This is an optimization exercise on Yosys and OpenROAD, whose aim is small area, not a production implementation.
Function was not checked in any run shown here: the RTL went through the layout flow alone.
Power is estimated from default activity; no workload was simulated.

--- flow/design.v ---
`default_nettype none
`default_nettype none
`default_nettype none
module fadd (
    input  a,
    input  b,
    input  c,
    output s,
    output co
);
    assign s  = a ^ b ^ c;
    assign co = (a & b) | (c & (a ^ b));
endmodule
module hadd (
    input  a,
    input  b,
    output s,
    output co
);
    assign s  = a ^ b;
    assign co = a & b;
endmodule
module ao22 (
    input  a,
    input  b,
    input  c,
    input  d,
    output y
);
    assign y = (a & b) | (c & d);
endmodule
module rca #(parameter N = 8) (
    input  [N-1:0] a,
    input  [N-1:0] b,
    input          ci,
    output [N-1:0] s,
    output         co
);
    wire [N:0] c;
    assign c[0] = ci;
    genvar i;
    generate
        for (i = 0; i < N; i = i + 1) begin : bit_
            fadd u_fa (.a(a[i]), .b(b[i]), .c(c[i]), .s(s[i]), .co(c[i+1]));
        end
    endgenerate
    assign co = c[N];
endmodule
`default_nettype none
module tb_hw (
    input clk,
    input rst,
    output out_test,
    input uart_rx,
    output rpi_tx,
    input sck_in,
    input ws_in,
    input sd_in,
    output out_test2,
    output [7:0] led
);
    wire rstn = ~rst;
    reg uart_m, uart_s;
    reg sck_m, sck_s;
    reg ws_m, ws_s;
    reg sd_m, sd_s;
    always @(posedge clk) begin
        uart_m <= uart_rx & rstn;
        uart_s <= uart_m & rstn;
        sck_m  <= sck_in & rstn;
        sck_s  <= sck_m & rstn;
    end
    always @(posedge clk) begin
        ws_m <= ws_in; ws_s <= ws_m;
        sd_m <= sd_in; sd_s <= sd_m;
    end
    assign rpi_tx = uart_s;
    reg sck_d1, sck_d2;
    always @(posedge clk) begin
        sck_d1 <= sck_s & rstn;
        sck_d2 <= sck_d1 & rstn;
    end
    wire sck_p = sck_d1 & ~sck_d2;
    wire sck_n = ~sck_d1 & sck_d2;
    wire p_ld = sck_p & rstn;
    wire p_hd = ~sck_p & rstn;
    reg wsd, wsd1;
    always @(posedge clk) begin
        wsd  <= (ws_s & p_ld) | (wsd  & p_hd);
        wsd1 <= (wsd  & p_ld) | (wsd1 & p_hd);
    end
    wire wsp = wsd ^ wsd1;
    wire sample_clk = wsd1 & ~wsd;
    reg [3:0] counter;
    always @(posedge clk) begin
        if (rst) counter <= 4'd0;
        else if (sck_n) begin
            if (wsp) counter <= 4'd15;
            else if (counter != 4'd0) counter <= counter - 4'd1;
        end
    end
    reg [15:0] buffer;
    wire sd_r = sd_s & rstn;
    genvar gi;
    generate
        for (gi = 0; gi < 16; gi = gi + 1) begin : g_buf
            wire wr = rst | (sck_p & (counter == gi));
            always @(posedge clk) buffer[gi] <= wr ? sd_r : buffer[gi];
        end
    endgenerate
    reg [15:0] left_channel, right_channel;
    wire ld_l = sck_p & wsd & ~wsd1;
    wire ld_r = sck_p & sample_clk;
    wire l_ld = ld_l & rstn, l_hd = ~ld_l & rstn;
    wire r_ld = ld_r & rstn, r_hd = ~ld_r & rstn;
    wire [15:0] left_nx, right_nx;
    generate
        for (gi = 0; gi < 16; gi = gi + 1) begin : g_chan
            ao22 u_l (.a(buffer[gi]), .b(l_ld), .c(left_channel[gi]),  .d(l_hd), .y(left_nx[gi]));
            ao22 u_r (.a(buffer[gi]), .b(r_ld), .c(right_channel[gi]), .d(r_hd), .y(right_nx[gi]));
        end
    endgenerate
    always @(posedge clk) begin
        left_channel  <= left_nx;
        right_channel <= right_nx;
    end
    reg [16:0] dac_l, dac_r;
    wire [15:0] dac_l_nx, dac_r_nx;
    wire dac_l_co, dac_r_co;
    wire pos_l = ~dac_l[16];
    wire pos_r = ~dac_r[16];
    rca #(16) u_add_l (.a(dac_l[15:0]), .b({~left_channel[15],  left_channel[14:0]}),  .ci(pos_l), .s(dac_l_nx), .co(dac_l_co));
    rca #(16) u_add_r (.a(dac_r[15:0]), .b({~right_channel[15], right_channel[14:0]}), .ci(pos_r), .s(dac_r_nx), .co(dac_r_co));
    always @(posedge clk) begin
        dac_l <= {~dac_l_co, dac_l_nx} | {17{rst}};
        dac_r <= {~dac_r_co, dac_r_nx} | {17{rst}};
    end
    assign out_test  = pos_l;
    assign out_test2 = pos_r;
    reg [30:0] ema;
    wire [15:0] ema_hi = ema[30:15];
    wire [16:0] ema_d;
    wire [15:0] ema_x  = right_channel & {16{sample_clk}};
    wire [15:0] ema_nh = ~(ema_hi & {16{sample_clk}});
    wire ema_sub_c1 = ema_x[0] | ema_nh[0];
    assign ema_d[0] = ~(ema_x[0] ^ ema_nh[0]);
    wire ema_sub_co;
    rca #(16) u_ema_sub (.a({ema_x[15], ema_x[15:1]}), .b({ema_nh[15], ema_nh[15:1]}), .ci(ema_sub_c1), .s(ema_d[16:1]), .co(ema_sub_co));
    wire s = ema_d[16];
    wire [18:0] dx  = {{2{s}}, ema_d};               
    wire [18:0] d4x = {ema_d[16:0], 2'b00};          
    wire [18:0] cs_s;                                 
    wire [18:0] cs_c;                                 
    assign cs_c[0] = 1'b0;
    generate
        for (gi = 0; gi < 2; gi = gi + 1) begin : g_csa_h
            hadd u_ha (.a(ema[gi]), .b(dx[gi]), .s(cs_s[gi]), .co(cs_c[gi+1]));
        end
        for (gi = 2; gi < 18; gi = gi + 1) begin : g_csa
            fadd u_fa (.a(ema[gi]), .b(dx[gi]), .c(d4x[gi]), .s(cs_s[gi]), .co(cs_c[gi+1]));
        end
    endgenerate
    assign cs_s[18] = ema[18];
    wire [19:0] ema_lo_nx;
    wire ema_lo_c2;
    assign ema_lo_nx[0] = cs_s[0];
    hadd u_ema_lo1 (.a(cs_s[1]), .b(cs_c[1]), .s(ema_lo_nx[1]), .co(ema_lo_c2));
    rca #(17) u_ema_lo (.a(cs_s[18:2]), .b(cs_c[18:2]), .ci(ema_lo_c2), .s(ema_lo_nx[18:2]), .co(ema_lo_nx[19]));
    wire ema_inc = ema_lo_nx[19] & ~s;
    wire ema_dec = ~ema_lo_nx[19] & s;
    wire [11:0] ones, zeros;
    assign ones[0] = 1'b1;
    assign zeros[0] = 1'b1;
    generate
        for (gi = 1; gi < 12; gi = gi + 1) begin : g_pre
            assign ones[gi]  = ones[gi-1] & ema[18+gi];
            assign zeros[gi] = zeros[gi-1] & ~ema[18+gi];
        end
    endgenerate
    wire [11:0] ema_flip = ({12{ema_inc}} & ones) | ({12{ema_dec}} & zeros);
    wire [30:0] ema_nx = {ema[30:19] ^ ema_flip, ema_lo_nx[18:0]};
    always @(posedge clk) ema <= ema_nx & {31{rstn}};
    wire [14:0] mlo = ema_hi[14:0];
    wire neg = ema_hi[15];
    function automatic ge(input n, input [14:0] lo, input [15:0] t);
        ge = n ? (lo != 15'd0) && ({1'b0, lo} <= 16'd32768 - t) : ({1'b0, lo} >= t);
    endfunction
    wire [6:0] th = {ge(neg, mlo, 16'd29205), ge(neg, mlo, 16'd7336), ge(neg, mlo, 16'd1464),
                     ge(neg, mlo, 16'd368), ge(neg, mlo, 16'd93), ge(neg, mlo, 16'd19), ge(neg, mlo, 16'd5)};
    wire [2:0] lvl = {th[3], th[5] | (th[1] & ~th[3]), th[6] | (th[4] & ~th[5]) | (th[2] & ~th[3]) | (th[0] & ~th[1])};
    reg [2:0] lvl1, lvl2, lvl3;
    reg on;
    always @(posedge clk) begin
        lvl1 <= lvl & {3{rstn}};
        lvl2 <= lvl1 & {3{rstn}};
        lvl3 <= lvl2;
        on <= rstn;
    end
    wire [7:0] bar = {8{on}} & {lvl3 == 3'd7, lvl3 >= 3'd6, lvl3 >= 3'd5, lvl3 >= 3'd4,
                                lvl3 >= 3'd3, lvl3 >= 3'd2, lvl3 >= 3'd1, 1'b1};
    assign led = ~{bar[0], bar[1], bar[2], bar[3], bar[4], bar[5], bar[6], bar[7]};
endmodule
--- flow/flow/run.sh ---
#!/bin/bash
# Standard ORFS layout with three changes: ports buffered with buf_1 cells,
# clock tree built from clkbuf_8 cells without dummy loads, and larger
# sink clusters.  Each tool's output is in orfs/logs; make's own output goes
# to flow_make.log.
set -euo pipefail
bash standard.sh \
  "BUFFER_PORTS_ARGS=-buffer_cell sky130_fd_sc_hd__buf_1" \
  "CTS_ARGS=-sink_clustering_enable -repair_clock_nets -dont_use_dummy_load -buf_list sky130_fd_sc_hd__clkbuf_4 -sink_clustering_size 20 -sink_clustering_max_diameter 60" \
  finish > flow_make.log 2>&1
--- flow/standard.sh ---
#!/bin/bash
# synth_recipe.tcl (not shown) runs the flow's synth.tcl, then flattens the netlist and writes it again
# the make line also repeats each setting of config.mk as NAME=value (left out here)
make -C /OpenROAD-flow-scripts/flow DESIGN_CONFIG=/design/flow/config.mk WORK_HOME=/design/flow/orfs CLKGATE_MAP_FILE= SYNTH_SCRIPT=/design/flow/synth_recipe.tcl "${@:-finish}"
--- flow/config.mk ---
export PLATFORM = sky130hd
export DESIGN_NAME = tb_hw
export DESIGN_NICKNAME = tb_hw
export VERILOG_FILES = /design/flow/design.v
export SDC_FILE = /design/flow/constraint.sdc
export NUM_CORES = 4
export LEC_CHECK = 0
export CAP_MARGIN = 20
export CORE_MARGIN = 2
export CORE_UTILIZATION = 55
export SLEW_MARGIN = 20
export SYNTH_HIERARCHICAL = 1
export SYNTH_MEMORY_MAX_BITS = 262144
export SYNTH_MINIMUM_KEEP_SIZE = 0
--- flow/constraint.sdc ---
create_clock -name core_clock -period 10.0 [get_ports {clk}]
set_input_delay 2.0000 -clock core_clock [delete_from_list [all_inputs] [get_ports {clk}]]
set_output_delay 2.0000 -clock core_clock [all_outputs]
set_load 0.01 [all_outputs]
==> qor.yml, run 1 <==
run_status:
  status: "finished clean"
clock_tree:
  cts-root-buf: "clkbuf_4"
  clock_latency_ns: 0.54
  h-tree-depth: 4
  cts_made_buffers: 17
  clkTransAtPathRegs_ns: 0.10
  cts_sinks: 139
  cts_max_path_buffers: 2
  cts_hold_repair.buffers: 0
  cts_tree: "yes"
detailed_routing:
  initialDrtViolationCount: 429
  num_vias: 4527
  post-route-drc-count: 0
  wirelength_um: 13600
  routed_via_density: 5.48
  postRouteAntennaNets: 0
  drt-pass1-iter-count: 7
  wl_per_cell_um: 16.5
placement:
  place_hpwl_um: 9870
  io_buffers: 16
  dp_slack_ns: -0.258
  dp_cells: 803
  gp_congestion: 0.921
pwr:
  peakVddDrop_mv: 0.105
  power_frac_comb_pct: 16.0
  p_leak_uw: 0.00301
  seqPwrFrac_pct: 61.3
  p_int_uw: 794
  power.share.switching_pct: 26.0
  p_sw_uw: 280
  cellPowerDensity_nw_per_um2: 141
  power.share.clock_pct: 22.7
synthesis:
  synth_area_leaders: "dfxtp_1 35%, fa_1 23%, edfxtp_1 6.9%"
  syn_nets: 715
  ys_ff_latch: 139
  synthesis.area_um2: 7000
  synth_edf_count: 16
  synth_cell_types: 57
  synth_top_area_share_pct: 35.2
  ys_seq_area_share_pct: 42.0
  synth_top_area_cell: "dfxtp_1"
  synthCells: 616
  ys.flop_type: "dfxtp_1"
  yosysMostFrequentCell: "dfxtp_1"
  syn_area_per_cell_um2: 11.4
  synth_warnings: 7
  synthArstFlopShare_pct: 0
  yosys-top-cells-count: "123 x dfxtp_1, 81 x fa_1, 81 x nand2_1"
timing:
  fin_crit_sh_pct: 98.1
  fin_setup_tns_ns: 0
  hold_viol: 0
  skew_ns: 0.0313
  rsz0062_at_grt: "true"
  slew_headroom_pct: 36.0
  worstMarginPinSlew_ns: 0.958
  setup_violations: 0
  setup_slack_ns: 0.188
  maxSlewViolCount: 0
  layout_min_cycle_time_ns: 9.81
  max_freq_mhz: 102
setup_path:
  crit_path_max_incr_delay_ns: 0.61
  cp-start-kind: "register"
  cp_max_fo: 7
  crit_arrival_ns: 10.23
  endpoint_kind: "register"
  critPathKind: "register to register"
  crit_required_ns: 10.42
  crit_slowest_cell: "fa_2"
  crit_top_cell: "fa_2"
global_route:
  grt_max_degree: 56
  grt_pass1_vias: 4527
  track_usage_pct: 22.1
  grt_first_pass_wirelength_um: 22700
  antenna_found_initial: 1
  overflow: 0
die:
  die_y_um: 117
  start_util_pct: 55.9
  rows: 41
  fp.dieW_um: 117
  io_pins: 17
  coreArea_um2: 12500
  dieArea_um2: 13600
cells_and_area:
  areaGrowthSynthToFinish_pct: 8.94
  multiInputGateArea_um2: 3940
  num-nets-final: 754
  n_fill_cell: 1105
  layout-drive-gt1-share_pct: 21.1
  regArea_um2: 2940
  final_cell_count_no_fill: 826
flow_run:
  maxCapViolCount: 0
min_path:
  hold_path_class: "register to register"
-- what timing repair did --
action / in CTS / in global routing
buffers inserted: 0 / 5
pin swaps: 11 / 21
setup endpoints to repair: 3 / 7
resized for setup: 7 / 16
endpoints found under the hold margin: 0 / 0
-- cells in the final DEF, fill, tap and decap left out, types with 9 or more instances in the layout --
| master | instances |
|---|---|
| fa_2 | 29 |
| clkbuf_4 | 17 |
| ha_1 | 9 |
| nor2_1 | 26 |
| a22o_1 | 32 |
| fa_1 | 52 |
| a21oi_1 | 14 |
| nor2b_1 | 32 |
| nand2_1 | 80 |
| buf_1 | 15 |
| and2_1 | 15 |
| buf_4 | 34 |
| or2_2 | 33 |
| dfxtp_1 | 122 |
| edfxtp_1 | 16 |
| inv_1 | 13 |
-- power groups by stage --
stage               Combinational [µW]  Clock (µW)  Sequential (µW)
floorplan                          129           0              664
global placement                   164           0              669
detailed placement                 172           0              671
CTS                                177         256              660
global route                       203         276              669
finish                             172         244              658
-- through the flow --
step,cell area (µm²),hold WS (ns),utilization [%],total power [µW]
global route,7630,0.328,60.9,1150
finish,7630,0.316,60.9,1070
CTS,7530,0.320,60.2,1090
global placement,7380,0.312,59.0,833
detailed placement,7380,0.312,59.0,843
floorplan,7070,0.310,-,793
-- path summary, 6_finish.rpt --
kind | start | to | slack [ns] | depth (start not counted)
max | wsd | ema[29] | 0.19 | 34
min | lvl2[1] | lvl3[1] | 0.32 | 0
max reg2reg | wsd | ema[29] | 0.19 | 34
min reg2reg | lvl2[1] | lvl3[1] | 0.32 | 0
-- layer usage --
metal | part of all wire, % | up-vias | global-route usage, % | wire, µm
met1 | 47 | 2239 | 31.6 | 6460
li1 | - | 2147 | - | -
met4 | 1.5 | 0 | 8.16 | 208
met2 | 45 | 121 | 33.0 | 6180
met5 | 0 | - | 0 | 0
met3 | 5.6 | 20 | 5.20 | 768
-- modules after synthesis, one instance, submodules excluded, excerpt --
module	copies in the design	flops+latches	cells	cell area, µm²
tb_hw	1	139	500	5060
hadd	3	0	1	12.5
ao22	32	0	1	8.76
fadd	81	0	1	20.0
-- flip-flops by register name (all words and copies together) (netlist names), 3 cells and up --
register / cells
right_channel: 16
ema: 31
lvl1: 3
buffer: 16
dac_r: 17
dac_l: 17
left_channel: 16
lvl3: 3
counter: 4
lvl2: 3
-- critical path, delay by kind of cell, from the launching register on --
family / cells / cell delay, ns
compound gates: 1 / 0.13
flops: 1 / 0.34
simple gates: 5 / 0.82
buf+inv: 4 / 0.29
fa+ha+maj: 23 / 8.01
xor+xnor: 1 / 0.13
-- logic make-up after synthesis --
| group | synth area share (%) |
|---|---|
| adders and majority gates | 25.3 |
| buffers and inverters | 3.90 |
| muxes | 0.286 |
| xor gates and xnor gates | 1.75 |
| and+or+nand+nor | 16.7 |
| DFF | 42.0 |
| AOI/OAI and AO/OA | 10.0 |
-- layout make-up --
type	instances	area share, %
clock buffer	17	1.67
tap	172	2.82
timing repair buffer	52	4.48
multi-input combinational	429	51.6
inverter	16	0.788
antenna	1	0.0328
sequential	139	38.6
==> run 2: changes to the inputs <==
--- a/flow/config.mk
+++ b/flow/config.mk
@@ -9,4 +9,5 @@
 export CORE_MARGIN = 2
 export CORE_UTILIZATION = 55
+export GPL_TIMING_DRIVEN = 0
 export SLEW_MARGIN = 20
 export SYNTH_HIERARCHICAL = 1
==> qor.yml, run 2 <==
cells_and_area:
  regArea_um2: 2950
  top_register: "ema"
  multiInputGateArea_um2: 3960
  top_regs: "ema x31, dac_l x17, dac_r x17"
  final_cell_mix: "121 x dfxtp_1, 79 x nand2_1, 47 x fa_1"
  layout-drive-gt1-share_pct: 21.7
  final_cell_count_no_fill: 836
  num-nets-final: 765
  areaGrowthSynthToFinish_pct: 10.3
  largest_reg_flops: 31
  layout_commonest_cell: "dfxtp_1"
  final_util_pct: 61.7
  n_fill_cell: 1079
  n_antenna_cell: 0
synthesis:
  synthArstFlopShare_pct: 0
  synthCells: 616
  yosys.area_share.simple_pct: 16.7
  synth_cell_types: 57
  synth_edf_count: 16
  synth_compound_area_share_pct: 10.0
  yosysMostFrequentCell: "dfxtp_1"
  synth_top_area_share_pct: 35.2
  syn_area_per_cell_um2: 11.4
  synth_top_area_cell: "dfxtp_1"
  synth_warnings: 7
  yosys-top-cells-count: "123 x dfxtp_1, 81 x fa_1, 81 x nand2_1"
  synthAdderAreaFrac_pct: 25.3
  syn_nets: 715
  ys_seq_area_share_pct: 42.0
  synth_top_family_by_area: "adder cells"
  ys_ff_latch: 139
  synth_mux_area_share_pct: 0.286
  synth_xor_area_share_pct: 1.75
  ys.flop_type: "dfxtp_1"
  synthesis.area_um2: 7000
  synth_area_leaders: "dfxtp_1 35%, fa_1 23%, edfxtp_1 6.9%"
min_path:
  hold_path_class: "register to register"
detailed_routing:
  routed_via_density: 5.50
  initialDrtViolationCount: 381
  post-route-drc-count: 0
  drt-pass1-iter-count: 5
  postRouteAntennaNets: 0
  wirelength_um: 14300
  wl_per_cell_um: 17.1
  num_vias: 4598
die:
  io_pins: 17
  die_y_um: 117
  rows: 41
  start_util_pct: 55.9
  fp.dieW_um: 117
  coreArea_um2: 12500
  dieArea_um2: 13600
pwr:
  p_sw_uw: 282
  p_leak_uw: 0.00301
  peakVddDrop_mv: 0.0991
  power.share.clock_pct: 22.8
  seqPwrFrac_pct: 60.9
  power_frac_comb_pct: 16.3
  cellPowerDensity_nw_per_um2: 140
  power.share.switching_pct: 26.2
  p_int_uw: 795
timing:
  fin_crit_sh_pct: 98.8
  maxSlewViolCount: 0
  hold_viol: 0
  rsz0062_at_grt: "true"
  worstMarginPinSlew_ns: 0.963
  holdWs_ns: 0.333
  slew_headroom_pct: 35.7
  skew_ns: 0.0328
  layout_min_cycle_time_ns: 9.88
  max_freq_mhz: 101
  setup_violations: 0
clock_tree:
  cts_made_buffers: 17
  cts_sinks: 139
  clkTransAtPathRegs_ns: 0.09
  cts_hold_repair.buffers: 0
  cts-root-buf: "clkbuf_4"
  cts_tree: "yes"
  cts_max_path_buffers: 2
  h-tree-depth: 4
  clock_latency_ns: 0.54
setup_path:
  cp_max_fo: 6
  crit_path_max_incr_delay_ns: 0.57
  crit_arrival_ns: 10.28
  critPathKind: "register to register"
  cp-start-kind: "register"
  crit_family: "adder cells"
  endpoint_kind: "register"
  crit_top_cell: "fa_2"
  crit_required_ns: 10.40
  path_buf_inv: 3
  crit_slowest_cell: "fa_2"
global_route:
  grt_max_degree: 17
  overflow: 0
  track_usage_pct: 22.8
  grt_first_pass_wirelength_um: 23300
  grt_pass1_vias: 4585
  antenna_found_initial: 0
placement:
  gp_congestion: 0.894
  io_buffers: 15
  dp_cells: 804
  place_hpwl_um: 10800
flow_run:
  maxCapViolCount: 0
run_status:
  status: "finished clean"
[run 2: cell counts after synthesis]
No cell type changed its count.
[run 2: final timing paths]
kind | start | end | slack (ns) | depth (start not counted)
worst min register to register | lvl2[2] | lvl3[2] | 0.33 | 0
worst min-delay path | lvl2[2] | lvl3[2] | 0.33 | 0
worst max register to register | wsd | ema[29] | 0.12 | 33
worst max-delay path | wsd | ema[29] | 0.12 | 33
[run 2: what timing repair did]
item | 4_1_cts | 5_1_grt
setup endpoints to repair | 11 | 5
pin swaps | 30 | 6
buffers inserted | 10 | 5
gates cloned | 0 | 0
gates resized for setup | 23 | 17
[run 2: modules after synthesis, one instance, submodules excluded, a selection]
| module | times used | flip-flops and latches | cell area [µm²] | cells |
|---|---|---|---|---|
| ao22 | 32 | 0 | 8.76 | 1 |
| fadd | 81 | 0 | 20.0 | 1 |
| hadd | 3 | 0 | 12.5 | 1 |
| tb_hw | 1 | 139 | 5060 | 500 |
[run 2: routing by layer]
layer / track usage (%) / part of all wire (%) / vias up
met4: 7.69 / 1.7 / 0
met3: 4.74 / 5.5 / 21
met2: 35.7 / 47 / 135
met5: 0 / 0 / -
li1: - / - / 2172
met1: 32.0 / 46 / 2270
[run 2: per-stage QoR]
stage	cell area, µm²	setup TNS, ns	power, µW	setup WS [ns]
floorplan	7070	0	793	0.0209
global placement	7340	-2.21	831	-0.579
detailed placement	7350	-4.68	845	-0.807
CTS	7630	0	1100	0.0204
global route	7720	-0.384	1160	-0.183
finish	7720	0	1080	0.124
[run 2: cell families (layout without fill, tap and decap cells)]
| group | Yosys count | after routing |
|---|---|---|
| muxes | 2 | 2 |
| and+or+nand+nor | 227 | 227 |
| xor gates and xnor gates | 14 | 14 |
| adders and majority gates | 93 | 93 |
| AOI/OAI and AO/OA | 93 | 93 |
| buffers and inverters | 48 | 96 |
| DFF | 139 | 139 |
[run 2: layout make-up]
cell class                      instances  area share (%)
Multi-Input combinational cell        429            51.3
Sequential cell                       139            38.2
Timing Repair Buffer                   31            2.25
Inverter                               16           0.778
Buffer                                 32            3.05
Tap cell                              172            2.79
Clock buffer                           17            1.65
[run 2: power groups by stage]
stage | sequential (µW) | combinational, µW | clock, µW
2_1_floorplan | 664 | 129 | 0
3_3_place_gp | 669 | 162 | 0
3_5_place_dp | 671 | 174 | 0
4_1_cts | 659 | 181 | 257
5_1_grt | 666 | 210 | 280
6_report | 656 | 176 | 246
==> run 3: changes to the inputs <==
--- a/flow/design.v
+++ b/flow/design.v
@@ -158,5 +158,5 @@
         end
         for (gi = 2; gi < 18; gi = gi + 1) begin : g_csa
-            fadd u_fa (.a(ema[gi]), .b(dx[gi]), .c(d4x[gi]), .s(cs_s[gi]), .co(cs_c[gi+1]));
+            fadd u_fa (.a(ema[gi]), .b(d4x[gi]), .c(dx[gi]), .s(cs_s[gi]), .co(cs_c[gi+1]));
         end
     endgenerate
@@ -166,5 +166,5 @@
     assign ema_lo_nx[0] = cs_s[0];
     hadd u_ema_lo1 (.a(cs_s[1]), .b(cs_c[1]), .s(ema_lo_nx[1]), .co(ema_lo_c2));
-    rca #(17) u_ema_lo (.a(cs_s[18:2]), .b(cs_c[18:2]), .ci(ema_lo_c2), .s(ema_lo_nx[18:2]), .co(ema_lo_nx[19]));
+    rca #(17) u_ema_lo (.a(cs_c[18:2]), .b(cs_s[18:2]), .ci(ema_lo_c2), .s(ema_lo_nx[18:2]), .co(ema_lo_nx[19]));
     wire ema_inc = ema_lo_nx[19] & ~s;
     wire ema_dec = ~ema_lo_nx[19] & s;
--- a/flow/config.mk
+++ b/flow/config.mk
@@ -9,5 +9,4 @@
 export CORE_MARGIN = 2
 export CORE_UTILIZATION = 55
-export GPL_TIMING_DRIVEN = 0
 export SLEW_MARGIN = 20
 export SYNTH_HIERARCHICAL = 1
==> qor.yml, run 3 <==
clock_tree:
  cts_sinks: 139
  clkTransAtPathRegs_ns: 0.10
  clock_latency_ns: 0.53
  cts_max_path_buffers: 2
  cts-root-buf: "clkbuf_4"
  h-tree-depth: 4
  cts_tree: "yes"
  cts_made_buffers: 17
timing:
  worstMarginPinSlew_ns: 0.995
  maxSlewViolCount: 0
  layout_min_cycle_time_ns: 9.79
  holdWs_ns: 0.325
  setup_violations: 0
  max_freq_mhz: 102
  hold_viol: 0
  fin_crit_sh_pct: 97.9
  slew_headroom_pct: 33.5
  skew_ns: 0.0561
  rsz0062_at_grt: "true"
setup_path:
  cp-start-kind: "register"
  crit_slowest_cell: "fa_2"
  crit_top_cell: "fa_2"
  crit_path_start: "wsd"
  endpoint_kind: "register"
  timing.rr.start: "wsd"
  crit_arrival_ns: 10.18
  critPathKind: "register to register"
  cp_max_fo: 5
  crit_required_ns: 10.39
  crit_path_max_incr_delay_ns: 0.57
pwr:
  p_int_uw: 793
  power.share.clock_pct: 22.3
  cellPowerDensity_nw_per_um2: 138
  power.share.switching_pct: 25.4
  power_frac_comb_pct: 15.8
  seqPwrFrac_pct: 61.9
  peakVddDrop_mv: 0.103
  p_leak_uw: 0.00301
  p_sw_uw: 270
min_path:
  hold_path_class: "register to register"
  min_from: "ws_m"
cells_and_area:
  areaGrowthSynthToFinish_pct: 9.65
  num-nets-final: 758
  largest_reg_flops: 31
  layout-drive-gt1-share_pct: 22.5
  top_register: "ema"
  final_cell_mix: "122 x dfxtp_1, 80 x nand2_1, 48 x fa_1"
  n_antenna_cell: 0
  design_area_um2: 7680
  final_cell_count_no_fill: 829
  layout_commonest_cell: "dfxtp_1"
  final_util_pct: 61.3
  top_regs: "ema x31, dac_l x17, dac_r x17"
detailed_routing:
  drt-pass1-iter-count: 5
  post-route-drc-count: 0
  routed-wl-met2_um: 6360
  wl_met1_um: 6410
  wl_per_cell_um: 16.3
  postRouteAntennaNets: 0
  wirelength_um: 13500
  highest_layer: "met4"
  initialDrtViolationCount: 328
  routed_via_density: 5.34
  num_vias: 4429
  routed-wl-met3_um: 610
synthesis:
  synthArstFlopShare_pct: 0
  ys_seq_area_share_pct: 42.0
  yosys-top-cells-count: "123 x dfxtp_1, 81 x fa_1, 81 x nand2_1"
  synthesis.area_um2: 7000
  yosysMostFrequentCell: "dfxtp_1"
  ys_ff_latch: 139
  syn_nets: 715
  ys.flop_type: "dfxtp_1"
  synthCells: 616
  synth_top_area_share_pct: 35.2
  synth_top_area_cell: "dfxtp_1"
  synth_warnings: 7
  synth_edf_count: 16
  synth_cell_types: 57
  syn_area_per_cell_um2: 11.4
  synth_area_leaders: "dfxtp_1 35%, fa_1 23%, edfxtp_1 6.9%"
global_route:
  overflow: 0
  grt_pass1_vias: 4527
  grt_first_pass_wirelength_um: 22700
  track_usage_pct: 22.1
  grt_max_degree: 59
  antenna_found_initial: 0
die:
  fp.dieW_um: 117
  io_pins: 17
  dieArea_um2: 13600
  rows: 41
  start_util_pct: 55.9
  coreArea_um2: 12500
  die_y_um: 117
placement:
  place_hpwl_um: 9710
  io_buffers: 16
  dp_cells: 802
  post_dp_cell_area_um2: 7370
  gp_congestion: 0.910
run_status:
  status: "finished clean"
flow_run:
  maxCapViolCount: 0
[run 3: cell count changes in the layout (fill, tap and decap cells not counted), sizes merged]
| cell | delta |
|---|---|
| clkbuf | -19 |
| buf | +12 |
[run 3: what timing repair did]
action,in CTS,in global routing
cloned,0,1
pin swaps,12,28
resized for setup,9,17
buffers inserted,2,7
hold buffers,0,0
setup endpoints to repair,5,7
hold endpoints to repair,0,0
[run 3: power by group through the flow]
stage / Combinational, µW / Clock, µW / Sequential (µW)
floorplan: 129 / 0 / 664
global placement: 163 / 0 / 670
detailed placement: 170 / 0 / 672
CTS: 174 / 251 / 660
global route: 213 / 270 / 667
finish: 168 / 237 / 658
[run 3: critical path, delay by kind of cell, from the launching register on]
family,cells,cell delay [ns]
AO/OA/AOI/OAI,1,0.15
XOR/XNOR,1,0.13
adder cells (fa/ha/maj),23,7.95
buffers and inverters,4,0.27
flip-flops,1,0.34
AND/OR/NAND/NOR,5,0.80
[run 3: cell families (layout without fill, tap and decap cells)]
group | count (synthesis) | in the layout | synth area share, %
xor gates and xnor gates | 14 | 14 | 1.75
DFF | 139 | 139 | 42.0
and+or+nand+nor | 227 | 227 | 16.7
muxes | 2 | 2 | 0.286
adders and majority gates | 93 | 93 | 25.3
buffers and inverters | 48 | 89 | 3.90
AOI/OAI and AO/OA | 93 | 93 | 10.0
[run 3: final timing paths]
path | to | cells after the start | slack (ns)
worst max-delay path | ema[29] | 34 | 0.21
worst min-delay path | ws_s | 0 | 0.32
worst max register to register | ema[29] | 34 | 0.21
worst min register to register | ws_s | 0 | 0.32
[run 3: cell type report]
class	instances	area (µm²)
sequential	139	2940
multi-input combinational	429	3940
clock buffer	17	128
inverter	16	60.1
fill	1096	4840
tap	172	215
timing repair buffer	56	392
[run 3: routing by layer]
metal / up-vias / GRT usage [%]
met4: 0 / 6.75
li1: 2146 / -
met1: 2163 / 31.0
met2: 111 / 33.8
met3: 9 / 5.97
met5: - / 0
[run 3: per-module statistics from Yosys, one instance, submodules excluded, excerpt]
module,area (µm²),cells,flip-flops and latches
ao22,8.76,1,0
hadd,12.5,1,0
fadd,20.0,1,0
tb_hw,5060,500,139
[run 3: stage by stage]
stage	TNS (ns)	setup WS, ns	power, µW
2_1_floorplan	0	0.0295	793
3_3_place_gp	-0.0589	-0.0589	833
3_5_place_dp	-0.730	-0.280	842
4_1_cts	0	0.0107	1090
5_1_grt	-0.133	-0.107	1150
6_report	0	0.214	1060

-- port drivers added, routing unchanged --
How much do the figures lean on ideal ports? The routed layouts below were timed once more, with nothing changed but the port constraints. Step 1: set_driving_cell puts a clkbuf_16 on clk and a buf_2 on each other input, an assumption about the parent block. Step 2 times the ports against the registers' clock, not the clock port: input delays grow and output delays shrink by t, the midpoint of the rising clock arrivals with the driver on. Slacks: ideal ports / drivers / drivers and shift; pairs: ideal ports / drivers.
| run | t (ns) | slack for setup (ns) | worst hold slack (ns) | worst register clock-pin slew, ns |
|---|---|---|---|---|
| run 1 | 0.562 | 0.188 / 0.188 / 0.188 | 0.316 / 0.316 / 0.316 | 0.11 / 0.11 |
| run 2 | 0.559 | 0.124 / 0.124 / 0.124 | 0.333 / 0.333 / 0.333 | 0.12 / 0.12 |
| run 3 | 0.535 | 0.214 / 0.214 / 0.214 | 0.325 / 0.325 / 0.325 | 0.12 / 0.12 |
After both steps every run listed still meets setup and hold.
